Source: an optimization exercise on an open RTL-to-GDS flow (aim: small area and a short achievable clock period). Production flows keep margins and buffers that such runs may drop.
The RTL was checked by simulation tests, not by an equivalence proof against the original design.

==> flow/design.v (outline; a module is shown in full before it is edited, if it fits) <==
// module dff: 16 lines
// module filter: 4984 lines
// module fa_cell: 4 lines
module filter #(parameter DATA_WIDTH = 16) (
    input clk,
    input rst_n,
    input signed [DATA_WIDTH-1:0] FilterIn,
    input ValidIn,
    output signed [32:0] data_out,
    output reg ValidOut);
  // ...
==> flow/flow/run.sh <==
#!/bin/bash
# Layout: the standard flow (standard.sh) unchanged, except that timing repair
# aims at a larger setup margin (a shorter period than the 10.5 ns clock) and the
# port buffers are plain buffers instead of delay cells.  make's full output goes
# to make_finish.log here; each ORFS step keeps its own log under orfs/logs/.
set -uo pipefail
bash standard.sh SETUP_SLACK_MARGIN=6.25 'BUFFER_PORTS_ARGS=-buffer_cell sky130_fd_sc_hd__buf_4' finish > make_finish.log 2>&1
status=$?
tail -n 40 make_finish.log
exit $status
==> flow/standard.sh <==
#!/bin/bash
# synth_recipe.tcl (not shown) runs the flow's synth.tcl, then flattens the netlist and writes it again
# the make line also repeats each setting of config.mk as NAME=value (left out here)
make -C /OpenROAD-flow-scripts/flow DESIGN_CONFIG=/design/flow/config.mk WORK_HOME=/design/flow/orfs CLKGATE_MAP_FILE= SYNTH_SCRIPT=/design/flow/synth_recipe.tcl "${@:-finish}"
==> flow/config.mk <==
export PLATFORM = sky130hd
export DESIGN_NAME = filter
export DESIGN_NICKNAME = filter
export VERILOG_FILES = /design/flow/design.v
export SDC_FILE = /design/flow/constraint.sdc
export NUM_CORES = 4
export LEC_CHECK = 0
export CAP_MARGIN = 20
export CORE_MARGIN = 2
export CORE_UTILIZATION = 30
export SETUP_SLACK_MARGIN = 5
export SLEW_MARGIN = 20
export SYNTH_HIERARCHICAL = 1
export TNS_END_PERCENT = 100
==> flow/constraint.sdc <==
create_clock -name core_clock -period 10.5 [get_ports {clk}]
set_input_delay 2.1000 -clock core_clock [delete_from_list [all_inputs] [get_ports {clk}]]
set_output_delay 2.1000 -clock core_clock [all_outputs]
set_load 0.01 [all_outputs]
==> reports/results.ini, run 1 <==
[sta]
min_period_ns = 4.191
max_freq_mhz = 238.6
hold_ws_ns = 0.3352
worst_slack_ns = 6.309
drv_slew = 0
worst_pin_slew_ns = 1.012

[synth]
synth_area_leaders = fa_1 41%, dfrtp_1 28%, ha_1 6.8%, dfxtp_1 4.9%, dfstp_2 4.2%
synth_common_cells = 744 x fa_1, 405 x dfrtp_1, 205 x inv_1
ys_seq_elements = 553
synthXorXnorAreaFrac = 0.03014

[die]
die_width_um = 353.3
ios = 53
well_tap_count = 1625
fp.dieH_um = 353.3
start_util = 0.3016

[min_path]
min_path_cells = 0

[grt]
track_usage = 0.1545
overflow = 0
grt_pass1_vias = 22290

[route]
drt-initial-drc-count = 1418
ant_nets = 0
wl_per_cell_um = 22.20

[finish]
fin_area_sq_um = 41630
clk_share = 0.04590
multi_input_cells = 1684
inverters_excl_clock = 205

[run_status]
status = complete, no violations

[cts]
cts_sinks = 553
worst_skew_pair.late_latency_ns = 0.64
cts_root_buf = clkbuf_16
postCtsHoldBufs = 0

[worst_setup_path]
cp.arrival_ns = 4.70
worst_r2r_path_depth = 7
required_ns = 11.01
critical-path-max-stage-delay_ns = 0.56

[place]
post_dp_cell_area_sq_um = 39300
dp_slack_ns = 4.916
gp_congestion = 0.9062

==> run 2: changes to the inputs <==
--- a/flow/config.mk
+++ b/flow/config.mk
@@ -7,7 +7,7 @@
 export LEC_CHECK = 0
 export CAP_MARGIN = 20
 export CORE_MARGIN = 2
-export CORE_UTILIZATION = 30
+export CORE_UTILIZATION = 20
 export SETUP_SLACK_MARGIN = 5
 export SLEW_MARGIN = 20
 export SYNTH_HIERARCHICAL = 1
==> run 2 against run 1 <==
Against the previous run:
- still clean on timing, DRC and antenna
- fmax decreased by 1.6%
- worst hold slack improved by 0.011 ns
- flip-flop and latch count unchanged
- critical endpoint is now rg_18$_DFF_P_
==> reports/results.ini, run 2 <==
[worst_setup_path]
critical_path_class = reg -> reg
crit_path_start_kind = flop
path_common_cell = fa_1
worst_r2r_path_depth = 16  ; +9
cp_slowest_cell = fa_1
worstPathCellList = ha_4, fa_2, a21o_1, a21oi_2, inv_2, buf_6, a21o_1, a21oi_2, xnor2_2, fa_1, fa_1, fa_1, ha_4, buf_6, nand4_1, o21ai_1
r2r-start = r1_9_1$_DFF_PN0_
crit_family = adder cells
cp.arrival_ns = 4.84  ; +0.14 ns
ff2ff_setup_slack_ns = 6.24
required_ns = 11.08  ; +0.07 ns
worst_setup_path_end_kind = flop
cp_max_fo = 7
worst-path-buf-inv = 3
critical-path-max-stage-delay_ns = 0.53  ; -0.03 ns
reg2reg_to = rg_18$_DFF_P_

[sta]
maxSlewHeadroom = 0.2874
max_freq_mhz = 234.8  ; -1.6%
hold_ws_ns = 0.3463  ; +0.01115 ns
setup-tns-final_ns = 0
fin_skew_ns = 0.03992
worst_slack_ns = 6.241  ; -0.06760 ns
rsz0062_at_grt = yes
setup_viol = 0
min_period_ns = 4.259  ; +0.06760 ns
worst_pin_slew_ns = 1.069  ; +0.05687 ns
hold_viol_final = 0
drv_slew = 0  ; unchanged
finalCritPeriodShare = 0.4056

[synth]
synth_top_area_frac = 0.4068
synth_ff_type = dfrtp_1
yosys_warnings = 7
ys_seq_elements = 553  ; unchanged
syn_avg_cell_area_sq_um = 14.69
synth_common_cells = 744 x fa_1, 405 x dfrtp_1, 205 x inv_1
netlist_instances = 2492
synth_most_common_cell = fa_1
ys_async_sr_fraction = 0.8391
synth_area_leaders = fa_1 41%, dfrtp_1 28%, ha_1 6.8%, dfxtp_1 4.9%, dfstp_2 4.2%
yosysSeqAreaShare = 0.3678
synth_edf_count = 0
synth_nets = 3454
synthDistinctLibCells = 66
yosysTopAreaCell = fa_1
synth_area_sq_um = 36610

[place]
gp_congestion = 0.9222  ; +1.8%
dp_slack_ns = 4.943  ; +0.02769 ns
dp_hpwl_um = 79150
io_buffers = 52

[finish]
n_fill_cell = 18840
mostFrequentLayoutCell = fa_1
syn2layout_area_growth_pct = 16.38
layout_common_cells = 730 x fa_1, 351 x dfrtp_1, 189 x inv_1
num_antenna_cells = 0
drive_gt1_frac = 0.1497
fin_util = 0.2335
fin_nets = 3533

[route]
drc = 0
dr.pass1.iters = 8
vias = 19710
via_per_inst = 3.938
ant_nets = 0  ; unchanged
drt-initial-drc-count = 1536  ; +8.3%
wl_per_cell_um = 19.41  ; -13%
finalWirelength_um = 97120

[min_path]
whs_endpoint = d6[13]$_DFF_PN0_
hp-class = reg -> reg
hold_start = d5[13]$_DFF_PN0_
min_path_cells = 0  ; unchanged

[grt]
track_usage = 0.1052  ; -0.04922
grt_max_degree = 180
overflow = 0  ; unchanged
grt_antenna_before_repair = 2
grt_pass1_wl_um = 146300
grt_pass1_vias = 22220  ; -0.31%

[die]
start_util = 0.2006  ; -0.1010
die_width_um = 431.9  ; +22%
fp.dieArea_sq_um = 186500
num_rows = 157
fp.dieH_um = 431.9  ; +22%
coreArea_sq_um = 182500
ios = 53  ; unchanged

[cts]
cts_max_path_buffers = 3
htreeDepth = 2
cts_sinks = 553  ; unchanged
path_clk_slew_ns = 0.07
worst_skew_pair.late_latency_ns = 0.65  ; about the same
postCtsHoldBufs = 0  ; unchanged
cts_tree = yes
cts_root_buf = clkbuf_16
numCtsBuffers = 57

[run_status]
status = complete, no violations

[job]
drv_cap = 0

## run 2: cell counts after synthesis
Identical to the previous run, type by type.
## run 2: how the worst max path moves through the flow
stage                           startpoint             to  cells after the start
after CTS                 r1_9_1$_DFF_PN0_  rg_23$_DFF_P_                     17
final                     r1_9_1$_DFF_PN0_  rg_18$_DFF_P_                     16
after floorplan                    ValidIn  rg_15$_DFF_P_                     11
after detailed placement           ValidIn  rg_16$_DFF_P_                     11
after global routing      r1_9_1$_DFF_PN0_  rg_18$_DFF_P_                     16
after global placement             ValidIn  rg_16$_DFF_P_                     11
## run 2: area by class of cell
| class | count | area [sq um] | share of cell area |
|---|---|---|---|
| Sequential cell | 553 | 13540 | 0.3177 |
| Tap cell | 2385 | 2984 | 0.07004 |
| Multi-Input combinational cell | 1684 | 22720 | 0.5331 |
| Inverter | 205 | 813.3 | 0.01909 |
| Clock buffer | 82 | 1704 | 0.04000 |
| Timing Repair Buffer | 70 | 665.6 | 0.01562 |
| Clock inverter | 25 | 188.9 | 0.004434 |
## run 2: kinds of logic (layout without fill, tap and decap cells)
kind of cell    after synthesis  in the layout  share of synthesized area
flops                       553            553                     0.3678
compound gates              376            376                    0.06599
buf+inv                     255            382                    0.02956
fa+ha+maj                   943            943                     0.4748
xor+xnor                    126            126                    0.03014
simple gates                235            235                    0.03055
mux                           4              4                   0.001094
## run 2: routing by layer
| layer | routed length (um) | track usage |
|---|---|---|
| met1 | 42790 | 0.1434 |
| met2 | 45450 | 0.1696 |
| met5 | 20 | 0 |
| met3 | 6356 | 0.02225 |
| met4 | 2505 | 0.02665 |
## run 2: worst register-to-register path, cell delays in order (launching register included)
cell	delay (ns)
dfrtp_1	0.40
ha_4	0.17
fa_2	0.34
a21o_1	0.20
a21oi_2	0.16
inv_2	0.07
buf_6	0.11
a21o_1	0.16
a21oi_2	0.17
xnor2_2	0.14
fa_1	0.47
fa_1	0.50
fa_1	0.53
ha_4	0.35
buf_6	0.11
nand4_1	0.16
o21ai_1	0.16
## run 2: repair_timing
action | CTS | global route
setup endpoints to repair | 91 | 57
gates resized for setup | 63 | 48
gates cloned | 1 | 1
pin swaps | 11 | 29
setup buffers | 6 | 7
## run 2: through the flow
step | instance area (sq um) | std cells
after global routing | 42610 | 5004
final | 42610 | 5004
after CTS | 42380 | 4996
after detailed placement | 40240 | 4882
after global placement | 40240 | 4882
after floorplan | 37210 | 2492
## run 2: modules after synthesis, one instance, submodules excluded
module   copies in the design  cells  area (sq um)  flip-flops and latches
filter                      1   1754         21840                     553
fa_cell                   738      1         20.02                       0
==> run 3: changes to the inputs <==
--- a/flow/config.mk
+++ b/flow/config.mk
@@ -7,7 +7,7 @@
 export LEC_CHECK = 0
 export CAP_MARGIN = 20
 export CORE_MARGIN = 2
-export CORE_UTILIZATION = 20
+export CORE_UTILIZATION = 25
 export SETUP_SLACK_MARGIN = 5
 export SLEW_MARGIN = 20
 export SYNTH_HIERARCHICAL = 1
==> run 3 against run 2 <==
Against the previous run:
- critical path depth shrank 1
- flip-flop and latch count is the same
- via count shrank 0.64%
- utilization grew 5.5 points
- clock skew shrank 0.021 ns
- worst hold slack is essentially flat
- non-clock buffer count grew 1
- routed wire length shrank 2.6%
- area after synthesis is the same
==> reports/results.ini, run 3 <==
[die]
num_rows = 140  ; -11%
start_util = 0.2515  ; +0.05089
coreArea_sq_um = 145600  ; -20%
fp.dieH_um = 386.7  ; -10%
die_width_um = 386.7  ; -10%
fp.dieArea_sq_um = 149500  ; -20%
ios = 53  ; unchanged

[synth]
ys_async_sr_fraction = 0.8391  ; unchanged
synth_nets = 3454  ; unchanged
synth_top_area_frac = 0.4068  ; unchanged
synth_area_leaders = fa_1 41%, dfrtp_1 28%, ha_1 6.8%, dfxtp_1 4.9%, dfstp_2 4.2%
yosys_warnings = 7  ; unchanged
synth_common_cells = 744 x fa_1, 405 x dfrtp_1, 205 x inv_1
synth_ff_type = dfrtp_1
netlist_instances = 2492  ; unchanged
syn_avg_cell_area_sq_um = 14.69  ; unchanged
synth_area_sq_um = 36610  ; unchanged
synthDistinctLibCells = 66  ; unchanged
yosysSeqAreaShare = 0.3678  ; unchanged
synth_most_common_cell = fa_1
ys_seq_elements = 553  ; unchanged
synth_edf_count = 0  ; unchanged
yosysTopAreaCell = fa_1

[route]
vias = 19580  ; -0.64%
drt-initial-drc-count = 1348  ; -12%
wl_per_cell_um = 20.89  ; +7.6%
dr.pass1.iters = 5  ; -3
ant_nets = 0  ; unchanged
via_per_inst = 4.323  ; +9.8%
drc = 0  ; unchanged
finalWirelength_um = 94630  ; -2.6%

[finish]
mostFrequentLayoutCell = fa_1
fin_area_sq_um = 41920  ; -1.6%
n_fill_cell = 14550  ; -23%
stdcell_count = 4530  ; -9.5%
syn2layout_area_growth_pct = 14.51
layout_common_cells = 728 x fa_1, 348 x dfrtp_1, 187 x inv_1
fin_util = 0.2880  ; +0.05452
drive_gt1_frac = 0.1490  ; -0.0006904
fin_nets = 3533  ; unchanged

[min_path]
hp-class = reg -> reg
hold_start = d5[7]$_DFF_PN0_
whs_endpoint = d6[7]$_DFF_PN0_
min_path_cells = 0  ; unchanged

[worst_setup_path]
cp_max_fo = 8  ; +1
worstSetupStartpoint = r1_10_0$_DFF_PN1_
critical_path_class = reg -> reg
reg2reg_to = rg_19$_DFF_P_
crit_path_start_kind = flop
r2r-start = r1_10_0$_DFF_PN1_
required_ns = 11.07  ; about the same
worst_r2r_path_depth = 15  ; -1
ff2ff_setup_slack_ns = 6.31  ; +0.07 ns
cp.arrival_ns = 4.77  ; -0.07 ns
worst_setup_path_end_kind = flop

[grt]
track_usage = 0.1284  ; +0.02316
grt_antenna_before_repair = 3  ; +1
grt_max_degree = 158  ; -12%
overflow = 0  ; unchanged
grt_pass1_vias = 22140  ; -0.36%
grt_pass1_wl_um = 143800  ; -1.7%

[sta]
fin_skew_ns = 0.01906  ; -0.02086 ns
maxSlewHeadroom = 0.3574  ; +0.07000
hold_ws_ns = 0.3458  ; -0.0004610 ns
finalCritPeriodShare = 0.3994  ; -0.006221
hold_viol_final = 0  ; unchanged
setup-tns-final_ns = 0  ; unchanged
worst_slack_ns = 6.306  ; +0.06532 ns
setup_viol = 0  ; unchanged
max_freq_mhz = 238.4  ; +1.6%
min_period_ns = 4.194  ; -0.06532 ns
drv_slew = 0  ; unchanged
rsz0062_at_grt = yes
worst_pin_slew_ns = 0.9639  ; -0.1050 ns

[cts]
cts_tree = yes
numCtsBuffers = 56  ; -1.8%
path_clk_slew_ns = 0.07  ; about the same
cts_sinks = 553  ; unchanged
htreeDepth = 2  ; unchanged
worst_skew_pair.late_latency_ns = 0.64  ; about the same
cts_root_buf = clkbuf_16
cts_max_path_buffers = 3  ; unchanged

[run_status]
status = complete, no violations

[place]
dp_hpwl_um = 77420  ; -2.2%
gp_congestion = 0.9452  ; +2.5%
dp_slack_ns = 4.954  ; +0.01085 ns
post_dp_cell_area_sq_um = 39650  ; -1.5%
dp.cells = 4415  ; -9.6%
io_buffers = 52  ; unchanged

[job]
drv_cap = 0  ; unchanged

[run 3: cell types whose count changed in the layout (fill, tap and decap cells not counted), sizes merged]
cell,previous run,this run
bufinv,1,5
clkinv,20,13
clkinvlp,2,5
buf,68,69
clkbuf,83,77
diode,0,2
inv,207,204
[run 3: repair_timing]
action	CTS	global route
resized for setup	67	45
pin swaps	14	11
gates cloned	1	1
hold buffers	0	0
buffers inserted	7	6
setup endpoints to repair	98	59
[run 3: how the worst max path moves through the flow]
stage | to | cells past startpoint
after global placement | rg_16$_DFF_P_ | 11
after floorplan | rg_15$_DFF_P_ | 11
final | rg_19$_DFF_P_ | 15
after detailed placement | rg_15$_DFF_P_ | 10
after global routing | rg_20$_DFF_P_ | 17
after CTS | rg_23$_DFF_P_ | 17
[run 3: Yosys stat by module, one instance, submodules excluded]
module | area, sq um | flip-flops and latches
filter | 21840 | 553
fa_cell | 20.02 | 0
[run 3: worst max-delay path: stages, from the launching register on]
cell and delay [ns]:
dfstp_2 0.55, ha_1 0.23, a21o_1 0.20, a21oi_2 0.17
o21bai_1 0.10, a21oi_2 0.23, o21ai_0 0.11, a21oi_1 0.19
xnor2_1 0.11, fa_1 0.47, fa_1 0.56, fa_1 0.45
ha_4 0.34, nand4_1 0.18, nand2b_1 0.19, nand2_1 0.06
[run 3: layout make-up]
class / instances / area (sq um) / share of cell area
Timing Repair Buffer: 71 / 619.3 / 0.01477
Antenna cell: 2 / 5.005 / 0.0001194
Clock buffer: 76 / 1548 / 0.03692
Sequential cell: 553 / 13540 / 0.3230
Multi-Input combinational cell: 1684 / 22710 / 0.5418
Clock inverter: 22 / 274.0 / 0.006536
Inverter: 205 / 824.5 / 0.01967
Tap cell: 1917 / 2399 / 0.05721
[run 3: kinds of logic (layout without fill, tap and decap cells)]
| group | count (synthesis) | after routing | synth area share |
|---|---|---|---|
| AOI/OAI and AO/OA | 376 | 376 | 0.06599 |
| xor gates and xnor gates | 126 | 126 | 0.03014 |
| adders and majority gates | 943 | 943 | 0.4748 |
| buffers and inverters | 255 | 374 | 0.02956 |
| DFF | 553 | 553 | 0.3678 |
| muxes | 4 | 4 | 0.001094 |
| other | 0 | 2 | 0 |
| and+or+nand+nor | 235 | 235 | 0.03055 |
[run 3: per-layer routing]
metal	vias up	GRT usage	part of all wire
li1	8278	-	-
met3	167	0.02489	0.069
met1	10460	0.1826	0.45
met4	0	0.03037	0.028
met2	673	0.2016	0.45
met5	-	0	0
==> run 4: changes to the inputs <==
--- a/flow/config.mk
+++ b/flow/config.mk
@@ -8,6 +8,7 @@
 export CAP_MARGIN = 20
 export CORE_MARGIN = 2
 export CORE_UTILIZATION = 25
+export PLACE_DENSITY = 0.8
 export SETUP_SLACK_MARGIN = 5
 export SLEW_MARGIN = 20
 export SYNTH_HIERARCHICAL = 1
==> run 4 against run 3 <==
Against the previous run:
- largest cell class unchanged
- setup slack got worse by 0.025 ns
- still clean on timing, DRC and antenna
- critical endpoint is now r2_18_1$_DFF_PN1_
- worst hold slack got worse by 0.011 ns
- fmax down 0.58%
==> reports/results.ini, run 4 <==
[worst_setup_path]
ff2ff_setup_slack_ns = 6.28  ; -0.02 ns
reg2reg_to = r2_18_1$_DFF_PN1_
crit_path_start_kind = flop
worst_setup_path_end_kind = flop
cp_max_fo = 6  ; -2
cp.arrival_ns = 4.79  ; +0.02 ns
required_ns = 11.07  ; about the same
critical_path_class = reg -> reg
worst_r2r_path_depth = 7  ; -8
r2r-start = pr4[8]$_DFF_PN0_

[synth]
yosysTopAreaCell = fa_1
ys_seq_elements = 553  ; unchanged
synth_top_area_frac = 0.4068  ; unchanged
syn_avg_cell_area_sq_um = 14.69  ; unchanged
ys_async_sr_fraction = 0.8391  ; unchanged
synth_edf_count = 0  ; unchanged
yosys_warnings = 7  ; unchanged
synth_area_leaders = fa_1 41%, dfrtp_1 28%, ha_1 6.8%, dfxtp_1 4.9%, dfstp_2 4.2%
synth_nets = 3454  ; unchanged
yosysSeqAreaShare = 0.3678  ; unchanged
synth_most_common_cell = fa_1
synth_ff_type = dfrtp_1
netlist_instances = 2492  ; unchanged
synth_area_sq_um = 36610  ; unchanged
synthDistinctLibCells = 66  ; unchanged
synth_common_cells = 744 x fa_1, 405 x dfrtp_1, 205 x inv_1

[grt]
grt_pass1_wl_um = 146200  ; +1.6%
grtUsageMet1 = 0.1713  ; -0.01124
grt_max_degree = 185  ; +17%
overflow = 0  ; unchanged
track_usage = 0.1296  ; +0.001258
grt_antenna_before_repair = 6  ; +3
met3_usage = 0.03101  ; +0.006126
grt_use_met2 = 0.2120  ; +0.01037
grt_pass1_vias = 22960  ; +3.7%
grt_busiest_layer = met2

[route]
drt-initial-drc-count = 1735  ; +29%
finalWirelength_um = 96170  ; +1.6%
drc = 0  ; unchanged
dr.pass1.iters = 7  ; +2
ant_nets = 0  ; unchanged
vias = 20240  ; +3.3%
via_per_inst = 4.451  ; +3.0%
wl_per_cell_um = 21.15  ; +1.3%

[sta]
setup_viol = 0  ; unchanged
setup-tns-final_ns = 0  ; unchanged
worst_slack_ns = 6.282  ; -0.02467 ns
hold_viol_final = 0  ; unchanged
maxSlewHeadroom = 0.3122  ; -0.04517
max_freq_mhz = 237.1  ; -0.58%
worst_pin_slew_ns = 1.006  ; +0.04174 ns
finalCritPeriodShare = 0.4018  ; +0.002350
min_period_ns = 4.218  ; +0.02467 ns
hold_ws_ns = 0.3352  ; -0.01065 ns
drv_slew = 0  ; unchanged
rsz0062_at_grt = yes
fin_skew_ns = 0.05532  ; +0.03627 ns

[cts]
path_clk_slew_ns = 0.08  ; about the same
numCtsBuffers = 55  ; -1.8%
cts_max_path_buffers = 3  ; unchanged
cts_tree = yes
worst_skew_pair.late_latency_ns = 0.64  ; about the same
cts_root_buf = clkbuf_16
htreeDepth = 2  ; unchanged
cts_sinks = 553  ; unchanged
postCtsHoldBufs = 0  ; unchanged

[finish]
n_fill_cell = 14190  ; -2.4%
layout_common_cells = 714 x fa_1, 342 x dfrtp_1, 188 x inv_1
syn2layout_area_growth_pct = 15.53
fin_area_sq_um = 42300  ; +0.90%
fin_nets = 3545  ; +0.34%
mostFrequentLayoutCell = fa_1
drive_gt1_frac = 0.1666  ; +0.01762
stdcell_count = 4546  ; +0.35%
fin_util = 0.2906  ; +0.002578
num_antenna_cells = 0  ; -2

[die]
die_width_um = 386.7  ; unchanged
fp.dieArea_sq_um = 149500  ; unchanged
start_util = 0.2515  ; unchanged
ios = 53  ; unchanged
fp.dieH_um = 386.7  ; unchanged
num_rows = 140  ; unchanged
coreArea_sq_um = 145600  ; unchanged

[place]
dp_hpwl_um = 77310  ; -0.15%
dp.cells = 4413  ; -0.045%
dp_slack_ns = 5.017  ; +0.06258 ns
post_dp_cell_area_sq_um = 39650  ; about the same
gp_congestion = 0.9544  ; +0.97%
io_buffers = 52  ; unchanged

[min_path]
min_path_cells = 0  ; unchanged
hp-class = reg -> reg
whs_endpoint = d6[6]$_DFF_PN0_
hold_start = d5[6]$_DFF_PN0_

[job]
drv_cap = 0  ; unchanged

[run_status]
status = complete, no violations

==> run 4: repair_timing <==
action,4_1_cts,5_1_grt
endpoints found under the setup margin,97,53
resized for setup,69,88
pin swaps,14,48
gates cloned,2,0
setup buffers,6,21
==> run 4: final cells by class <==
cell class / count / area, sq um / share of cell area
Timing Repair Buffer: 84 / 764.5 / 0.01807
Multi-Input combinational cell: 1684 / 22810 / 0.5393
Clock inverter: 29 / 429.2 / 0.01015
Sequential cell: 553 / 13560 / 0.3205
Inverter: 205 / 819.5 / 0.01938
Tap cell: 1917 / 2399 / 0.05671
Clock buffer: 74 / 1519 / 0.03591
==> run 4: per-module statistics from Yosys (local to each module, per instance) <==
module | cell area [sq um] | flip-flops and latches | cells
fa_cell | 20.02 | 0 | 1
filter | 21840 | 553 | 1754
==> run 4: metal layers <==
metal / part of all wire / up-vias / wire, um
met5: 0.000073 / - / 7
met4: 0.033 / 2 / 3145
met3: 0.077 / 200 / 7438
met2: 0.48 / 803 / 45900
met1: 0.41 / 10920 / 39670
li1: - / 8309 / -
==> run 4: worst max path at each step <==
stage	start	end
2_1_floorplan	ValidIn	rg_15$_DFF_P_
3_3_place_gp	ValidIn	rg_16$_DFF_P_
3_5_place_dp	ValidIn	rg_16$_DFF_P_
4_1_cts	r1_9_1$_DFF_PN0_	rg_25$_DFF_P_
5_1_grt	r1_10_0$_DFF_PN1_	rg_19$_DFF_P_
6_report	pr4[8]$_DFF_PN0_	r2_18_1$_DFF_PN1_
==> run 4: worst max-delay path: stages (launching register included) <==
cell and delay (ns):
dfrtp_4 0.60, fa_1 0.57, fa_1 0.45, fa_1 0.43, fa_1 0.47, fa_2 0.61, fa_1 0.47, fa_2 0.58
==> run 4: cell families (layout without fill, tap and decap cells) <==
group                      count (synthesis)  after routing  synth area share
AOI/OAI and AO/OA                        376            376           0.06599
xor gates and xnor gates                 126            126           0.03014
adders and majority gates                943            943            0.4748
buffers and inverters                    255            392           0.02956
DFF                                      553            553            0.3678
muxes                                      4              4          0.001094
and+or+nand+nor                          235            235           0.03055
==> run 5: changes to the inputs <==
--- a/flow/config.mk
+++ b/flow/config.mk
@@ -8,7 +8,7 @@
 export CAP_MARGIN = 20
 export CORE_MARGIN = 2
 export CORE_UTILIZATION = 25
-export PLACE_DENSITY = 0.8
+export PLACE_DENSITY = 0.45
 export SETUP_SLACK_MARGIN = 5
 export SLEW_MARGIN = 20
 export SYNTH_HIERARCHICAL = 1
==> run 5 against run 4 <==
Against the previous run:
- global-route usage is 1.1 points higher
- die area stayed put
- flip-flop and latch count stayed put
- still clean
- worst hold slack better by 0.0079 ns
- utilization hardly changed
- non-clock buffer count is 10 lower
- sequential share of layout area hardly changed
- fmax is 0.25% higher
- first-iteration DRC count is 35% lower
- setup slack better by 0.010 ns
==> reports/results.ini, run 5 <==
[route]
drt-initial-drc-count = 1127  ; -35%
vias = 19170  ; -5.2%
via_per_inst = 4.215  ; -5.3%
finalWirelength_um = 103500  ; +7.6%
dr.pass1.iters = 5  ; -2
wl_per_cell_um = 22.75  ; +7.6%
drc = 0  ; unchanged
ant_nets = 0  ; unchanged

[worst_setup_path]
critical_path_class = reg -> reg
critical-path-max-stage-delay_ns = 0.66  ; +0.05 ns
cp.arrival_ns = 4.79  ; about the same
path_common_cell = fa_1
crit_path_start_kind = flop
cp_slowest_cell = dfrtp_1
worstPathCellList = fa_1, fa_1, fa_1, fa_1, fa_1, fa_1, fa_1
cp_max_fo = 4  ; -2
worst_setup_path_end_kind = flop
required_ns = 11.09  ; +0.02 ns

[sta]
worst_slack_ns = 6.292  ; +0.01032 ns
max_freq_mhz = 237.6  ; +0.25%
maxSlewHeadroom = 0.3601  ; +0.04792
worst_pin_slew_ns = 0.9598  ; -0.04588 ns
fin_skew_ns = 0.02963  ; -0.02569 ns
finalCritPeriodShare = 0.4008  ; -0.0009829
rsz0062_at_grt = yes
hold_viol_final = 0  ; unchanged
setup-tns-final_ns = 0  ; unchanged
min_period_ns = 4.208  ; -0.01032 ns
setup_viol = 0  ; unchanged
drv_slew = 0  ; unchanged

[cts]
htreeDepth = 2  ; unchanged
cts_tree = yes
path_clk_slew_ns = 0.07  ; about the same
cts_root_buf = clkbuf_16
worst_skew_pair.late_latency_ns = 0.66  ; +0.02 ns
cts_max_path_buffers = 3  ; unchanged
cts_sinks = 553  ; unchanged
numCtsBuffers = 60  ; +9.1%

[finish]
fin_nets = 3540  ; -0.14%
syn2layout_area_growth_pct = 15.58  ; about the same
drive_gt1_frac = 0.1617  ; -0.004945
layout_common_cells = 722 x fa_1, 334 x dfrtp_1, 185 x inv_1
mostFrequentLayoutCell = fa_1
n_fill_cell = 14580  ; +2.7%

[synth]
syn_avg_cell_area_sq_um = 14.69  ; unchanged
yosysSeqAreaShare = 0.3678  ; unchanged
synth_most_common_cell = fa_1
synth_common_cells = 744 x fa_1, 405 x dfrtp_1, 205 x inv_1
synth_edf_count = 0  ; unchanged
synth_top_area_frac = 0.4068  ; unchanged
yosys_warnings = 7  ; unchanged
synth_ff_type = dfrtp_1
yosysTopAreaCell = fa_1
synth_area_leaders = fa_1 41%, dfrtp_1 28%, ha_1 6.8%, dfxtp_1 4.9%, dfstp_2 4.2%
synthDistinctLibCells = 66  ; unchanged
netlist_instances = 2492  ; unchanged
ys_seq_elements = 553  ; unchanged
ys_async_sr_fraction = 0.8391  ; unchanged
synth_nets = 3454  ; unchanged
synth_area_sq_um = 36610  ; unchanged

[run_status]
status = complete, no violations

[die]
num_rows = 140  ; unchanged
start_util = 0.2515  ; unchanged
fp.dieH_um = 386.7  ; unchanged
coreArea_sq_um = 145600  ; unchanged
die_width_um = 386.7  ; unchanged
fp.dieArea_sq_um = 149500  ; unchanged
ios = 53  ; unchanged

[place]
gp_congestion = 0.8508  ; -11%
dp_hpwl_um = 84350  ; +9.1%
dp_slack_ns = 4.904  ; -0.1131 ns
io_buffers = 52  ; unchanged

[grt]
grt_max_degree = 171  ; -7.6%
grt_antenna_before_repair = 5  ; -1
track_usage = 0.1409  ; +0.01122
overflow = 0  ; unchanged
grt_pass1_wl_um = 154000  ; +5.3%
grt_pass1_vias = 22120  ; -3.6%

[job]
drv_cap = 0  ; unchanged

[min_path]
hp-class = reg -> reg

[run 5: layer usage]
| metal | up-vias | global-route usage | share of wire |
|---|---|---|---|
| met2 | 438 | 0.2155 | 0.44 |
| met3 | 130 | 0.03230 | 0.059 |
| met5 | - | 0 | 0 |
| met1 | 10280 | 0.2013 | 0.47 |
| li1 | 8322 | - | - |
| met4 | 0 | 0.03458 | 0.025 |
[run 5: layout make-up]
class	instances	area, sq um	share of cell area
inverters	205	818.3	0.01934
flip-flops and latches	553	13570	0.3206
clock inverters	29	410.4	0.009698
diodes	3	7.507	0.0001774
well taps	1917	2399	0.05668
repair buffers	74	663.1	0.01567
multi-input cells	1684	22720	0.5368
clock buffers	84	1734	0.04098
[run 5: final timing paths]
check | startpoint | endpoint | slack [ns] | cells after the start
setup / recovery | pr6[6]$_DFF_PN0_ | r2_18_1$_DFF_PN1_ | 6.29 | 7
hold / removal | d5[8]$_DFF_PN0_ | d6[8]$_DFF_PN0_ | 0.34 | 0
setup reg to reg | pr6[6]$_DFF_PN0_ | r2_18_1$_DFF_PN1_ | 6.29 | 7
hold reg to reg | d5[8]$_DFF_PN0_ | d6[8]$_DFF_PN0_ | 0.34 | 0
max in group asynchronous | rst_n | pr4[10]$_DFF_PN0_ | 6.84 | 3
min in group asynchronous | rst_n | d4[2]$_DFF_PN0_ | 1.53 | 1
[run 5: worst max-delay path, delay by kind of cell, from the launching register on]
family                   cells  cell delay [ns]
flip-flops                   1             0.66
adder cells (fa/ha/maj)      7             3.49
[run 5: cell families (layout without fill, tap and decap cells)]
logic type      count (synthesis)  count (layout)  synth area share
fa+ha+maj                     943             943            0.4748
flops                         553             553            0.3678
compound gates                376             376           0.06599
buf+inv                       255             392           0.02956
simple gates                  235             235           0.03055
xor+xnor                      126             126           0.03014
mux                             4               4          0.001094
other cells                     0               3                 0
[run 5: what timing repair did]
action	4_1_cts	5_1_grt
pin swaps	19	25
gates cloned	1	1
hold buffers	0	0
gates resized for setup	70	62
setup buffers	6	8
endpoints found under the setup margin	99	61
[run 5: Yosys stat by module, one instance, submodules excluded]
| module | times used | flops+latches | area [sq um] |
|---|---|---|---|
| fa_cell | 738 | 0 | 20.02 |
| filter | 1 | 553 | 21840 |
[run 5: per-stage QoR]
| stage | cells | hold slack (ns) | cell area [sq um] | util |
|---|---|---|---|---|
| 5_1_grt | 4546 | 0.3531 | 42310 | 0.2907 |
| 6_report | 4549 | 0.3431 | 42320 | 0.2907 |
| 4_1_cts | 4537 | 0.3290 | 42070 | 0.2890 |
| 3_3_place_gp | 4417 | 0.3311 | 39670 | 0.2725 |
| 3_5_place_dp | 4417 | 0.3347 | 39670 | 0.2725 |
| 2_1_floorplan | 2492 | 0.3312 | 37210 | - |
==> run 6: changes to the inputs <==
==> flow/flow/run.sh (replaced) <==
#!/bin/bash
# Layout: the standard flow (standard.sh) unchanged, except that timing repair
# aims at a larger setup margin (a shorter period than the 10.5 ns clock) and the
# port buffers are plain buffers instead of delay cells.  make's full output goes
# to make_finish.log here; each ORFS step keeps its own log under orfs/logs/.
set -uo pipefail
bash standard.sh SETUP_SLACK_MARGIN=6.5 'BUFFER_PORTS_ARGS=-buffer_cell sky130_fd_sc_hd__buf_4' finish > make_finish.log 2>&1
status=$?
tail -n 40 make_finish.log
exit $status
--- a/flow/config.mk
+++ b/flow/config.mk
@@ -7,8 +7,7 @@
 export LEC_CHECK = 0
 export CAP_MARGIN = 20
 export CORE_MARGIN = 2
-export CORE_UTILIZATION = 25
-export PLACE_DENSITY = 0.45
+export CORE_UTILIZATION = 65
 export SETUP_SLACK_MARGIN = 5
 export SLEW_MARGIN = 20
 export SYNTH_HIERARCHICAL = 1
==> run 6 against run 5 <==
Against the previous run:
- area after synthesis is the same
- critical path type unchanged
- global-route usage increased by 23 points
- flip-flop and latch count is the same
- setup slack worse by 0.10 ns
- still clean on timing, DRC and antenna
- cell count fell by 23%
- die area decreased by 61%
- worst hold slack worse by 0.015 ns
- critical path depth up 9
- largest cell class unchanged
- via count rose by 9.3%
- fmax down 2.4%
==> reports/results.ini, run 6 <==
[run_status]
status = complete, no violations

[worst_setup_path]
worst_setup_path_end_kind = flop
crit_path_start_kind = flop
r2r-start = r1_9_1$_DFF_PN0_
cp.arrival_ns = 4.81  ; +0.02 ns
reg2reg_to = rg_25$_DFF_P_
cp_max_fo = 7  ; +3
required_ns = 11.00  ; -0.09 ns
critical_path_class = reg -> reg
ff2ff_setup_slack_ns = 6.19  ; -0.10 ns
worst_r2r_path_depth = 16  ; +9

[cts]
htreeDepth = 2  ; unchanged
numCtsBuffers = 55  ; -8.3%
cts_sinks = 553  ; unchanged
path_clk_slew_ns = 0.07  ; about the same
postCtsHoldBufs = 0  ; unchanged
cts_root_buf = clkbuf_16
cts_max_path_buffers = 3  ; unchanged
worst_skew_pair.late_latency_ns = 0.63  ; -0.03 ns
cts_tree = yes

[grt]
grt_pass1_wl_um = 150200  ; -2.5%
grt_max_degree = 172  ; +0.58%
grt_antenna_before_repair = 2  ; -3
track_usage = 0.3674  ; +0.2265
overflow = 0  ; unchanged
grt_pass1_vias = 23910  ; +8.1%

[route]
dr.pass1.iters = 5  ; unchanged
wirelength_met1_um = 37830  ; -23%
ant_nets = 0  ; unchanged
wl_met2_um = 51200  ; +11%
vias = 20950  ; +9.3%
drt-initial-drc-count = 1528  ; +36%
via_per_inst = 5.992  ; +42%
wl_met3_um = 6487  ; +7.1%
wl_per_cell_um = 28.77  ; +26%
finalWirelength_um = 100600  ; -2.8%
top_layer_used = met4
drc = 0  ; unchanged

[finish]
drive_gt1_frac = 0.2893  ; +0.1276
layout_common_cells = 571 x fa_1, 303 x dfrtp_1, 174 x inv_1, 174 x buf_4, 173 x fa_2
stdcell_count = 3497  ; -23%
fin_area_sq_um = 42650  ; +0.78%
fin_nets = 3664  ; +3.5%
mostFrequentLayoutCell = fa_1
fin_util = 0.7696  ; +0.4789
syn2layout_area_growth_pct = 16.49

[synth]
netlist_instances = 2492  ; unchanged
synth-adder-area-share = 0.4748  ; unchanged
synthXorXnorAreaFrac = 0.03014  ; unchanged
synth.area.mux_share = 0.001094  ; unchanged
synth_compound_gate_area_share = 0.06599  ; unchanged
syn_avg_cell_area_sq_um = 14.69  ; unchanged
synthSimpleGateAreaFrac = 0.03055  ; unchanged
synth_ff_type = dfrtp_1
synth_area_sq_um = 36610  ; unchanged
synth_nets = 3454  ; unchanged
synth_top_area_frac = 0.4068  ; unchanged
synth_top_family_by_area = adder cells
synthDistinctLibCells = 66  ; unchanged
synth_area_leaders = fa_1 41%, dfrtp_1 28%, ha_1 6.8%, dfxtp_1 4.9%, dfstp_2 4.2%
synth_edf_count = 0  ; unchanged
synth_common_cells = 744 x fa_1, 405 x dfrtp_1, 205 x inv_1
synth_most_common_cell = fa_1
yosysSeqAreaShare = 0.3678  ; unchanged
yosysTopAreaCell = fa_1
yosys_warnings = 7  ; unchanged
ys_seq_elements = 553  ; unchanged
ys_async_sr_fraction = 0.8391  ; unchanged

[sta]
finalCritPeriodShare = 0.4107  ; +0.009898
fin_skew_ns = 0.03169  ; +0.002056 ns
maxSlewHeadroom = 0.3641  ; +0.003930
setup-tns-final_ns = 0  ; unchanged
setup_viol = 0  ; unchanged
hold_viol_final = 0  ; unchanged
worst_pin_slew_ns = 0.9539  ; -0.005896 ns
min_period_ns = 4.312  ; +0.1039 ns
worst_slack_ns = 6.188  ; -0.1039 ns
hold_ws_ns = 0.3278  ; -0.01532 ns
drv_slew = 0  ; unchanged
rsz0062_at_grt = yes
max_freq_mhz = 231.9  ; -2.4%

[min_path]
hp-class = reg -> reg
min_path_cells = 0  ; unchanged
whs_endpoint = d11[14]$_DFF_PN0_
hold_start = d10[14]$_DFF_PN0_

[die]
fp.dieArea_sq_um = 58240  ; -61%
die_width_um = 241.3  ; -38%
start_util = 0.6607  ; +0.4092
coreArea_sq_um = 55420  ; -62%
ios = 53  ; unchanged
num_rows = 86  ; -39%
fp.dieH_um = 241.3  ; -38%

[place]
io_buffers = 52  ; unchanged
dp_slack_ns = 5.023  ; +0.1191 ns
dp.cells = 3247  ; -26%
dp_hpwl_um = 77170  ; -8.5%
gp_congestion = 0.9696  ; +14%
post_dp_cell_area_sq_um = 38260  ; -3.6%

[job]
drv_cap = 0  ; unchanged

## run 6: layout make-up
class	instances	area (sq um)
antenna	1	2.502
clock buffer	70	1546
clock inverter	33	352.8
fill	3220	12770
inverter	205	865.8
multi-input combinational	1684	23520
sequential	553	13640
tap	748	935.9
timing repair buffer	203	1785
## run 6: cells by family (layout without fill, tap and decap cells)
family / count (synthesis) / count (layout)
XOR/XNOR: 126 / 126
AO/OA/AOI/OAI: 376 / 376
multiplexers: 4 / 4
other: 0 / 1
flip-flops: 553 / 553
AND/OR/NAND/NOR: 235 / 235
buffers and inverters: 255 / 511
adder cells (fa/ha/maj): 943 / 943
## run 6: critical path, stage by stage, from the launching register on
cell     delay, ns
dfrtp_1       0.41
ha_4          0.18
fa_2          0.34
a21o_1        0.19
a21oi_2       0.18
inv_2         0.06
a21oi_2       0.16
o21ai_2       0.09
a21o_1        0.18
a21o_1        0.18
fa_2          0.55
fa_2          0.45
fa_2          0.58
ha_4          0.23
a21oi_4       0.14
o21a_1        0.18
o21ai_0       0.09
## run 6: how the worst max path moves through the flow
stage / startpoint / end / slack [ns] / cells after the start
3_5_place_dp: ValidIn / rg_16$_DFF_P_ / 5.02 / 11
2_1_floorplan: ValidIn / rg_15$_DFF_P_ / 5.76 / 11
4_1_cts: r1_9_1$_DFF_PN0_ / rg_25$_DFF_P_ / 6.08 / 16
5_1_grt: r1_9_1$_DFF_PN0_ / rg_23$_DFF_P_ / 6.07 / 17
6_report: r1_9_1$_DFF_PN0_ / rg_25$_DFF_P_ / 6.19 / 16
3_3_place_gp: ValidIn / rg_16$_DFF_P_ / 5.05 / 11
## run 6: per-module statistics from Yosys, one instance, submodules excluded
| module | flip-flops and latches | area, sq um |
|---|---|---|
| fa_cell | 0 | 20.02 |
| filter | 553 | 21840 |
## run 6: metal layers
metal,vias up,global-route usage
met5,-,0
met4,0,0.1517
met3,263,0.06222
met2,904,0.6289
met1,11230,0.4727
li1,8559,-
## run 6: repair_timing
| action | in CTS | in global routing |
|---|---|---|
| pin swaps | 121 | 104 |
| resized for setup | 328 | 116 |
| gates cloned | 2 | 0 |
| setup endpoints to repair | 141 | 109 |
| setup buffers | 101 | 43 |
| hold endpoints to repair | 0 | 0 |
==> run 7: changes to the inputs <==
==> flow/flow/run.sh (replaced) <==
#!/bin/bash
# Layout: the standard flow (standard.sh) unchanged, except that timing repair
# aims at a larger setup margin (a shorter period than the 10.5 ns clock) and the
# port buffers are plain buffers instead of delay cells.  make's full output goes
# to make_finish.log here; each ORFS step keeps its own log under orfs/logs/.
set -uo pipefail
bash standard.sh SETUP_SLACK_MARGIN=6.8 'BUFFER_PORTS_ARGS=-buffer_cell sky130_fd_sc_hd__buf_4' finish > make_finish.log 2>&1
status=$?
tail -n 40 make_finish.log
exit $status
==> run 7 against run 6 <==
Against the previous run:
- cell area increased by 2.8%
- global-route usage increased by 2.0 points
- critical path type unchanged
- clock skew increased by 0.011 ns
- register-to-register slack got worse by 0.13 ns
- non-clock buffer count increased by 50
- still clean
- cell count increased by 1.5%
- routed wire length increased by 7.3%
==> reports/results.ini, run 7 <==
[finish]
fin_util = 0.7908  ; +0.02120
layout_common_cells = 439 x fa_1, 305 x fa_2, 296 x dfrtp_1
mostFrequentLayoutCell = fa_1
fin_nets = 3715  ; +1.4%
syn2layout_area_growth_pct = 19.70
multiInputGateArea_sq_um = 24080  ; +2.4%
n_fill_cell = 2917  ; -9.4%
seqCellArea_sq_um = 13660  ; +0.18%
drive_gt1_frac = 0.3642  ; +0.07485
num_antenna_cells = 0  ; -1

[cts]
postCtsHoldBufs = 0  ; unchanged
path_clk_slew_ns = 0.06  ; about the same
cts_sinks = 553  ; unchanged
cts_max_path_buffers = 3  ; unchanged
cts_tree = yes
numCtsBuffers = 56  ; +1.8%
cts_root_buf = clkbuf_16
worst_skew_pair.late_latency_ns = 0.66  ; +0.03 ns
htreeDepth = 2  ; unchanged

[sta]
worst_pin_slew_ns = 0.9113  ; -0.04262 ns
min_period_ns = 4.438  ; +0.1256 ns
drv_slew = 0  ; unchanged
max_freq_mhz = 225.3  ; -2.8%
setup_viol = 0  ; unchanged
finalCritPeriodShare = 0.4226  ; +0.01196
setup-tns-final_ns = 0  ; unchanged
hold_viol_final = 0  ; unchanged
maxSlewHeadroom = 0.3925  ; +0.02842
fin_skew_ns = 0.04278  ; +0.01109 ns
rsz0062_at_grt = yes
hold_ws_ns = 0.3465  ; +0.01869 ns

[worst_setup_path]
r2r-start = r1_9_1$_DFF_PN0_
cp_max_fo = 8  ; +1
crit_path_start_kind = flop
critical_path_class = reg -> reg
required_ns = 11.01  ; about the same
cp.arrival_ns = 4.95  ; +0.14 ns
worst_setup_path_end_kind = flop
worstSetupStartpoint = r1_9_1$_DFF_PN0_

[synth]
ys_seq_elements = 553  ; unchanged
yosysSeqAreaShare = 0.3678  ; unchanged
synth_nets = 3454  ; unchanged
synth_most_common_cell = fa_1
synth_common_cells = 744 x fa_1, 405 x dfrtp_1, 205 x inv_1
syn_avg_cell_area_sq_um = 14.69  ; unchanged
synth_top_area_frac = 0.4068  ; unchanged
netlist_instances = 2492  ; unchanged
yosys_warnings = 7  ; unchanged
yosysTopAreaCell = fa_1
synth_ff_type = dfrtp_1
synthDistinctLibCells = 66  ; unchanged
synth_area_sq_um = 36610  ; unchanged
synth_edf_count = 0  ; unchanged
ys_async_sr_fraction = 0.8391  ; unchanged
synth_area_leaders = fa_1 41%, dfrtp_1 28%, ha_1 6.8%, dfxtp_1 4.9%, dfstp_2 4.2%

[die]
ios = 53  ; unchanged
num_rows = 86  ; unchanged
die_width_um = 241.3  ; unchanged
coreArea_sq_um = 55420  ; unchanged
fp.dieH_um = 241.3  ; unchanged
fp.dieArea_sq_um = 58240  ; unchanged
start_util = 0.6607  ; unchanged

[run_status]
status = complete, no violations

[grt]
track_usage = 0.3874  ; +0.02005
overflow = 0  ; unchanged
grt_pass1_vias = 24930  ; +4.3%
grt_antenna_before_repair = 3  ; +1
grt_pass1_wl_um = 157700  ; +4.9%
grt_max_degree = 161  ; -6.4%

[route]
drc = 0  ; unchanged
dr.pass1.iters = 5  ; unchanged
wl_per_cell_um = 30.41  ; +5.7%
finalWirelength_um = 107900  ; +7.3%
drt-initial-drc-count = 1754  ; +15%
ant_nets = 0  ; unchanged
via_per_inst = 6.185  ; +3.2%
vias = 21950  ; +4.8%

[job]
drv_cap = 0  ; unchanged

[place]
dp_hpwl_um = 78930  ; +2.3%
gp_congestion = 0.9928  ; +2.4%
io_buffers = 52  ; unchanged

[min_path]
hp-class = reg -> reg
hold_start = d5[1]$_DFF_PN0_

==> run 7: cell counts after synthesis <==
No cell type changed its count.
==> run 7: metrics by stage <==
step                      instances  setup WS, ns  cell area [sq um]
final                          3549         6.062              43820
after global routing           3549         5.958              43820
after CTS                      3513         6.194              43060
after detailed placement       3248         4.922              38710
after global placement         3248         5.031              38710
after floorplan                2492         5.758              37730
==> run 7: cell type report <==
cell class	count	area share
Multi-Input combinational cell	1684	0.5496
Sequential cell	553	0.3118
Timing Repair Buffer	253	0.05328
Clock buffer	74	0.03686
Tap cell	748	0.02136
Inverter	205	0.01999
Clock inverter	32	0.007166
==> run 7: path summary, 6_finish.rpt <==
check	slack, ns	end	cells past startpoint
setup / recovery	6.06	rg_25$_DFF_P_	16
hold reg to reg	0.35	d6[1]$_DFF_PN0_	0
min in group asynchronous	1.48	d5[1]$_DFF_PN0_	1
hold / removal	0.35	d6[1]$_DFF_PN0_	0
max in group asynchronous	7.15	d13[14]$_DFF_PN0_	3
setup reg to reg	6.06	rg_25$_DFF_P_	16
==> run 7: per-module statistics from Yosys (local to each module, per instance) <==
module	times used	flip-flops and latches	cell area, sq um
filter	1	553	21840
fa_cell	738	0	20.02
==> run 7: kinds of logic (layout without fill, tap and decap cells) <==
group / Yosys count / in the layout / share of synthesized area
fa+ha+maj: 943 / 943 / 0.4748
flops: 553 / 553 / 0.3678
compound gates: 376 / 376 / 0.06599
buf+inv: 255 / 564 / 0.02956
simple gates: 235 / 235 / 0.03055
xor+xnor: 126 / 126 / 0.03014
mux: 4 / 4 / 0.001094
==> run 7: what timing repair did <==
| item | 4_1_cts | 5_1_grt |
|---|---|---|
| cloned | 2 | 0 |
| gates resized for setup | 339 | 118 |
| pin swaps | 179 | 166 |
| endpoints found under the setup margin | 264 | 235 |
| buffers inserted | 157 | 36 |
==> run 7: critical path, cell delays in order (launching register included) <==
cell	delay, ns
dfrtp_1	0.41
ha_4	0.17
fa_2	0.35
a21o_1	0.22
a21oi_2	0.19
inv_2	0.07
a21oi_2	0.14
o21ai_2	0.09
a21o_1	0.19
a21o_1	0.20
fa_2	0.54
fa_2	0.44
fa_2	0.56
ha_4	0.24
a21oi_4	0.18
o21a_1	0.20
o21ai_1	0.09
==> run 7: metal layers <==
metal / track usage / share of wire
met1: 0.4813 / 0.36
met2: 0.6616 / 0.51
met3: 0.06985 / 0.070
met4: 0.1958 / 0.063
met5: 0 / 0.00013
==> run 8: changes to the inputs <==
==> flow/flow/run.sh (replaced) <==
#!/bin/bash
# Layout: the standard flow (standard.sh) unchanged, except that timing repair
# aims at a larger setup margin (a shorter period than the 10.5 ns clock) and the
# port buffers are plain buffers instead of delay cells.  make's full output goes
# to make_finish.log here; each ORFS step keeps its own log under orfs/logs/.
set -uo pipefail
bash standard.sh SETUP_SLACK_MARGIN=6.35 'BUFFER_PORTS_ARGS=-buffer_cell sky130_fd_sc_hd__buf_4' finish > make_finish.log 2>&1
status=$?
tail -n 40 make_finish.log
exit $status
==> run 8 against run 7 <==
Against the previous run:
- cell count shrank 3.3%
- setup slack improved by 0.19 ns
- sequential share of layout area grew 1.5 points
- largest cell class unchanged
==> reports/results.ini, run 8 <==
[synth]
synth_area_leaders = fa_1 41%, dfrtp_1 28%, ha_1 6.8%, dfxtp_1 4.9%, dfstp_2 4.2%
synth_top_area_frac = 0.4068  ; unchanged
ys_async_sr_fraction = 0.8391  ; unchanged
ys_seq_elements = 553  ; unchanged
synth_most_common_cell = fa_1
netlist_instances = 2492  ; unchanged
yosys_warnings = 7  ; unchanged
synthDistinctLibCells = 66  ; unchanged
synth_nets = 3454  ; unchanged
synth_common_cells = 744 x fa_1, 405 x dfrtp_1, 205 x inv_1
synth_ff_type = dfrtp_1
synth_edf_count = 0  ; unchanged
syn_avg_cell_area_sq_um = 14.69  ; unchanged
yosysSeqAreaShare = 0.3678  ; unchanged
synth_area_sq_um = 36610  ; unchanged
yosysTopAreaCell = fa_1

[sta]
finalCritPeriodShare = 0.4045  ; -0.01815
worst_pin_slew_ns = 0.9303  ; +0.01905 ns
maxSlewHeadroom = 0.3719  ; -0.02057
hold_ws_ns = 0.3315  ; -0.01498 ns
setup-tns-final_ns = 0  ; unchanged
rsz0062_at_grt = yes
max_freq_mhz = 235.5  ; +4.5%
hold_viol_final = 0  ; unchanged
setup_viol = 0  ; unchanged
min_period_ns = 4.247  ; -0.1905 ns
fin_skew_ns = 0.04176  ; -0.001013 ns
drv_slew = 0  ; unchanged
worst_slack_ns = 6.253  ; +0.1905 ns

[worst_setup_path]
required_ns = 11.02  ; about the same
cp_slowest_cell = fa_2
worst-path-buf-inv = 3  ; +2
ff2ff_setup_slack_ns = 6.25  ; +0.19 ns
crit_family = adder cells
critical-path-max-stage-delay_ns = 0.58  ; +0.02 ns
cp.arrival_ns = 4.77  ; -0.18 ns
worst_setup_path_end_kind = flop
cp_max_fo = 7  ; -1
worstPathCellList = ha_2, fa_2, a21o_1, a21oi_2, inv_2, buf_4, a21o_1, a21oi_2, xnor2_2, fa_2, fa_1, fa_1, ha_4, a21oi_4, o21ai_1, inv_1, o21ai_1
critical_path_class = reg -> reg
crit_path_start_kind = flop

[cts]
cts_tree = yes
cts_root_buf = clkbuf_16
postCtsHoldBufs = 0  ; unchanged
worst_skew_pair.late_latency_ns = 0.64  ; -0.02 ns
path_clk_slew_ns = 0.06  ; about the same
cts_sinks = 553  ; unchanged
numCtsBuffers = 55  ; -1.8%
htreeDepth = 2  ; unchanged
cts_max_path_buffers = 3  ; unchanged

[die]
ios = 53  ; unchanged
die_width_um = 241.3  ; unchanged
num_rows = 86  ; unchanged
coreArea_sq_um = 55420  ; unchanged
start_util = 0.6607  ; unchanged
fp.dieArea_sq_um = 58240  ; unchanged
fp.dieH_um = 241.3  ; unchanged

[route]
dr.pass1.iters = 5  ; unchanged
finalWirelength_um = 97470  ; -9.7%
ant_nets = 0  ; unchanged
via_per_inst = 5.995  ; -3.1%
drt-initial-drc-count = 1619  ; -7.7%
drc = 0  ; unchanged
vias = 20570  ; -6.3%
wl_per_cell_um = 28.41  ; -6.6%

[grt]
overflow = 0  ; unchanged
grt_pass1_vias = 23280  ; -6.6%
grt_pass1_wl_um = 144900  ; -8.1%
grt_antenna_before_repair = 0  ; -3
grt_max_degree = 175  ; +8.7%
track_usage = 0.3540  ; -0.03343

[place]
gp_congestion = 0.9874  ; -0.54%
dp_slack_ns = 4.868  ; -0.05447 ns
dp_hpwl_um = 76600  ; -3.0%
dp.cells = 3248  ; unchanged
io_buffers = 52  ; unchanged

[job]
drv_cap = 0  ; unchanged

[min_path]
hp-class = reg -> reg

[finish]
seqCellArea_sq_um = 13630  ; -0.26%
drive_gt1_frac = 0.2162  ; -0.1480
fin_nets = 3599  ; -3.1%
num_antenna_cells = 0  ; unchanged
stdcell_count = 3431  ; -3.3%
multiInputGateArea_sq_um = 23030  ; -4.4%
layout_common_cells = 671 x fa_1, 312 x dfrtp_1, 183 x inv_1
n_fill_cell = 3331  ; +14%
mostFrequentLayoutCell = fa_1
syn2layout_area_growth_pct = 13.81

[run_status]
status = complete, no violations

==> run 8: modules after synthesis (local to each module, per instance) <==
module   flops+latches  times used
filter             553           1
fa_cell              0         738
==> run 8: layout make-up <==
type / instances / area share
inverters: 205 / 0.02018
flip-flops and latches: 553 / 0.3271
clock inverters: 32 / 0.01096
well taps: 748 / 0.02246
clock buffers: 71 / 0.03714
multi-input cells: 1684 / 0.5526
repair buffers: 138 / 0.02958
==> run 8: final timing paths <==
path	cells after the start	start	endpoint
min in group asynchronous	1	rst_n	d5[12]$_DFF_PN0_
max in group asynchronous	3	rst_n	pr4[4]$_DFF_PN0_
worst min register to register	0	d10[11]$_DFF_PN0_	d11[11]$_DFF_PN0_
worst max register to register	17	r1_9_0$_DFF_PN1_	rg_17$_DFF_P_
worst max-delay path	17	r1_9_0$_DFF_PN1_	rg_17$_DFF_P_
worst min-delay path	0	d10[11]$_DFF_PN0_	d11[11]$_DFF_PN0_
==> run 8: repair_timing <==
| action | CTS | global route |
|---|---|---|
| gates cloned | 2 | 0 |
| setup buffers | 21 | 57 |
| endpoints found under the setup margin | 115 | 69 |
| pin swaps | 28 | 59 |
| gates resized for setup | 132 | 134 |
==> run 8: per-layer routing <==
| metal | vias to the layer above | global-route usage | part of all wire |
|---|---|---|---|
| met3 | 246 | 0.06119 | 0.065 |
| met5 | - | 0 | 0 |
| met2 | 849 | 0.6090 | 0.51 |
| met4 | 0 | 0.1504 | 0.047 |
| li1 | 8427 | - | - |
| met1 | 11050 | 0.4497 | 0.38 |
==> run 8: cell families after synthesis <==
logic type / count (synthesis) / synth area share
flops: 553 / 0.3678
mux: 4 / 0.001094
xor+xnor: 126 / 0.03014
buf+inv: 255 / 0.02956
fa+ha+maj: 943 / 0.4748
compound gates: 376 / 0.06599
simple gates: 235 / 0.03055
==> run 8: through the flow <==
step,cell area (sq um),util
global route,41670,0.7519
finish,41670,0.7519
CTS,40780,0.7359
detailed placement,38220,0.6897
floorplan,37220,-
global placement,38220,0.6897
==> run 9: changes to the inputs <==
==> flow/flow/run.sh (replaced) <==
#!/bin/bash
# Layout: the standard flow (standard.sh) unchanged, except that timing repair
# aims at a larger setup margin (a shorter period than the 10.5 ns clock) and the
# port buffers are plain buffers instead of delay cells.  make's full output goes
# to make_finish.log here; each ORFS step keeps its own log under orfs/logs/.
set -uo pipefail
bash standard.sh SETUP_SLACK_MARGIN=6.3 'BUFFER_PORTS_ARGS=-buffer_cell sky130_fd_sc_hd__buf_4' finish > make_finish.log 2>&1
status=$?
tail -n 40 make_finish.log
exit $status
--- a/flow/config.mk
+++ b/flow/config.mk
@@ -7,7 +7,7 @@
 export LEC_CHECK = 0
 export CAP_MARGIN = 20
 export CORE_MARGIN = 2
-export CORE_UTILIZATION = 65
+export CORE_UTILIZATION = 25
 export SETUP_SLACK_MARGIN = 5
 export SLEW_MARGIN = 20
 export SYNTH_HIERARCHICAL = 1
==> run 9 against run 8 <==
Against the previous run:
- setup slack improved by 0.018 ns
- non-clock buffer count fell by 49
- routed wire length decreased by 1.6%
- synthesized cell count unchanged
- worst hold slack got worse by 0.0028 ns
- cell area up 1.5%
- clock skew is 0.0076 ns lower
- register-to-register slack better by 0.02 ns
- critical path depth is the same
- largest cell class unchanged
==> reports/results.ini, run 9 <==
[grt]
track_usage = 0.1298  ; -0.2242
grt_pass1_wl_um = 145100  ; +0.12%
grt_pass1_vias = 22290  ; -4.2%
overflow = 0  ; unchanged
grt_antenna_before_repair = 3  ; +3
grt_max_degree = 185  ; +5.7%

[synth]
ys_seq_elements = 553  ; unchanged
synth.area.mux_share = 0.001094  ; unchanged
synthSimpleGateAreaFrac = 0.03055  ; unchanged
ys_async_sr_fraction = 0.8391  ; unchanged
synthDistinctLibCells = 66  ; unchanged
synthXorXnorAreaFrac = 0.03014  ; unchanged
synth_common_cells = 744 x fa_1, 405 x dfrtp_1, 205 x inv_1
yosys_warnings = 7  ; unchanged
synth_compound_gate_area_share = 0.06599  ; unchanged
synth_ff_type = dfrtp_1
synth-adder-area-share = 0.4748  ; unchanged
syn_avg_cell_area_sq_um = 14.69  ; unchanged
synth_nets = 3454  ; unchanged
netlist_instances = 2492  ; unchanged
synth_top_area_frac = 0.4068  ; unchanged
synth_top_family_by_area = adder cells
synth_area_sq_um = 36610  ; unchanged
synth_area_leaders = fa_1 41%, dfrtp_1 28%, ha_1 6.8%, dfxtp_1 4.9%, dfstp_2 4.2%
synth_most_common_cell = fa_1
yosysTopAreaCell = fa_1
synth_edf_count = 0  ; unchanged
yosysSeqAreaShare = 0.3678  ; unchanged

[finish]
n_fill_cell = 14510  ; +340%
drive_gt1_frac = 0.1755  ; -0.04064
fin_nets = 3550  ; -1.4%
layout_common_cells = 718 x fa_1, 323 x dfrtp_1, 183 x inv_1
stdcell_count = 4550  ; +33%
mostFrequentLayoutCell = fa_1
seqCellArea_sq_um = 13580  ; -0.32%
multiInputGateArea_sq_um = 22810  ; -0.95%
syn2layout_area_growth_pct = 15.49

[die]
die_width_um = 386.7  ; +60%
start_util = 0.2515  ; -0.4092
fp.dieH_um = 386.7  ; +60%
coreArea_sq_um = 145600  ; +160%
fp.dieArea_sq_um = 149500  ; +160%
ios = 53  ; unchanged
num_rows = 140  ; +63%

[route]
ant_nets = 0  ; unchanged
drc = 0  ; unchanged
wl_per_cell_um = 21.07  ; -26%
drt-initial-drc-count = 1403  ; -13%
dr.pass1.iters = 5  ; unchanged
via_per_inst = 4.334  ; -28%
finalWirelength_um = 95880  ; -1.6%
vias = 19720  ; -4.1%

[sta]
hold_ws_ns = 0.3286  ; -0.002850 ns
fin_skew_ns = 0.03414  ; -0.007629 ns
rsz0062_at_grt = yes
max_freq_mhz = 236.4  ; +0.42%
worst_pin_slew_ns = 1.005  ; +0.07464 ns
drv_slew = 0  ; unchanged
setup-tns-final_ns = 0  ; unchanged
finalCritPeriodShare = 0.4028  ; -0.001673
maxSlewHeadroom = 0.3300  ; -0.04189
hold_viol_final = 0  ; unchanged
setup_viol = 0  ; unchanged
min_period_ns = 4.230  ; -0.01757 ns

[worst_setup_path]
crit_path_start_kind = flop
cp_slowest_cell = fa_2
cp.arrival_ns = 4.75  ; -0.02 ns
worstPathCellList = ha_4, fa_2, a21o_1, a21oi_2, inv_2, buf_6, a21o_1, a21oi_2, xnor2_2, fa_1, fa_1, fa_2, ha_4, a21oi_4, o21ai_1, inv_1, o21ai_1
cp_max_fo = 8  ; +1
r2r-start = r1_9_1$_DFF_PN0_
worstSetupStartpoint = r1_9_1$_DFF_PN0_
critical_path_class = reg -> reg
worst_setup_path_end_kind = flop
critical-path-max-stage-delay_ns = 0.61  ; +0.03 ns
required_ns = 11.02  ; about the same

[cts]
cts_tree = yes
worst_skew_pair.late_latency_ns = 0.65  ; about the same
numCtsBuffers = 55  ; unchanged
cts_sinks = 553  ; unchanged
htreeDepth = 2  ; unchanged
cts_root_buf = clkbuf_16
postCtsHoldBufs = 0  ; unchanged
path_clk_slew_ns = 0.07  ; about the same
cts_max_path_buffers = 3  ; unchanged

[min_path]
hold_start = d5[15]$_DFF_PN0_
hp-class = reg -> reg

[place]
dp_hpwl_um = 78240  ; +2.1%
gp_congestion = 0.9390  ; -4.9%
io_buffers = 52  ; unchanged
dp.cells = 4415  ; +36%

[run_status]
status = complete, no violations

[job]
drv_cap = 0  ; unchanged

==> run 9: cell counts after synthesis <==
Identical to the previous run, type by type.
==> run 9: timing repair <==
| action | CTS | global route |
|---|---|---|
| gates cloned | 2 | 0 |
| setup endpoints to repair | 102 | 61 |
| setup buffers | 8 | 23 |
| pin swaps | 21 | 32 |
| resized for setup | 84 | 85 |
==> run 9: metal layers <==
metal  vias up  wire (um)  GRT usage
li1       8318          -          -
met1     10630      43330     0.1819
met2       606      43810     0.2049
met3       165       5921    0.02639
met4         2       2796    0.03337
met5         -         13          0
==> run 9: kinds of logic after synthesis <==
family,count (synthesis)
multiplexers,4
AO/OA/AOI/OAI,376
buffers and inverters,255
flip-flops,553
AND/OR/NAND/NOR,235
XOR/XNOR,126
adder cells (fa/ha/maj),943
==> run 9: Yosys stat by module (local to each module, per instance) <==
module	times used	flip-flops and latches
filter	1	553
fa_cell	738	0
==> run 9: through the flow <==
stage / utilization / instance area, sq um / setup WS [ns]
floorplan: - / 37210 / 5.758
global placement: 0.2724 / 39650 / 5.030
detailed placement: 0.2724 / 39650 / 4.926
CTS: 0.2878 / 41890 / 6.199
global route: 0.2905 / 42280 / 6.146
finish: 0.2905 / 42280 / 6.270
==> run 9: path summary, 6_finish.rpt <==
check | endpoint | slack (ns) | depth (start not counted)
max | rg_21$_DFF_P_ | 6.27 | 17
min | d6[15]$_DFF_PN0_ | 0.33 | 0
min in group asynchronous | d5[5]$_DFF_PN0_ | 1.48 | 1
min reg2reg | d6[15]$_DFF_PN0_ | 0.33 | 0
max reg2reg | rg_21$_DFF_P_ | 6.27 | 17
max in group asynchronous | d14[11]$_DFF_PN0_ | 6.91 | 3
==> run 9: worst max-delay path, delay by kind of cell, from the launching register on <==
family | cells | cell delay (ns)
adder cells (fa/ha/maj) | 6 | 2.31
AO/OA/AOI/OAI | 7 | 0.97
flip-flops | 1 | 0.40
buffers and inverters | 3 | 0.28
XOR/XNOR | 1 | 0.14
==> run 9: final cells by class <==
class / count / share of cell area
Multi-Input combinational cell: 1684 / 0.5394
Sequential cell: 553 / 0.3213
Tap cell: 1917 / 0.05673
Clock buffer: 78 / 0.03974
Inverter: 205 / 0.01959
Timing Repair Buffer: 89 / 0.01879
Clock inverter: 23 / 0.004380
Antenna cell: 1 / 0.00005918

## re-timing with driven ports
How much do the figures lean on ideal ports? The routed layouts below were timed once more, with nothing changed but the port constraints.
Step 1 sets driving cells, clkbuf_16 on the clock port and buf_2 on the other inputs (assumed; they add their load-dependent delay and slew).
Step 2 adds t to the input delays and takes it off the output delays; t is the mean of the earliest and latest rising clock arrival at the registers after step 1. Input paths then give back, and output paths get back, about the clock's delay inside the block.
Slacks: ideal ports / drivers / drivers and shift; pairs: ideal ports / drivers.
run | t (ns) | slack for setup (ns) | worst register clock-pin slew, ns | worst data-port slew with drivers (ns) | pins driven straight from the clock port
run 1 | 0.698 | 6.309 / 6.167 / 5.469 | 0.07 / 0.07 | 0.21 | 1
run 2 | 0.695 | 6.241 / 6.165 / 5.470 | 0.07 / 0.07 | 0.24 | 1
run 3 | 0.694 | 6.306 / 6.199 / 5.505 | 0.07 / 0.07 | 0.21 | 1
run 4 | 0.674 | 6.282 / 6.133 / 5.458 | 0.08 / 0.08 | 0.26 | 1
run 5 | 0.723 | 6.292 / 6.198 / 5.475 | 0.08 / 0.08 | 0.23 | 1
run 6 | 0.680 | 6.188 / 6.104 / 5.424 | 0.07 / 0.07 | 0.22 | 1
run 7 | 0.706 | 6.062 / 6.062 / 5.370 | 0.07 / 0.07 | 0.24 | 1
run 8 | 0.681 | 6.253 / 6.166 / 5.485 | 0.07 / 0.07 | 0.22 | 1
run 9 | 0.699 | 6.270 / 6.163 / 5.464 | 0.07 / 0.07 | 0.29 | 1
After both steps every run listed still meets setup and hold. The setup slack of run 1, which loses most, moves by -0.142 ns with the drivers and by -0.840 ns with both steps.
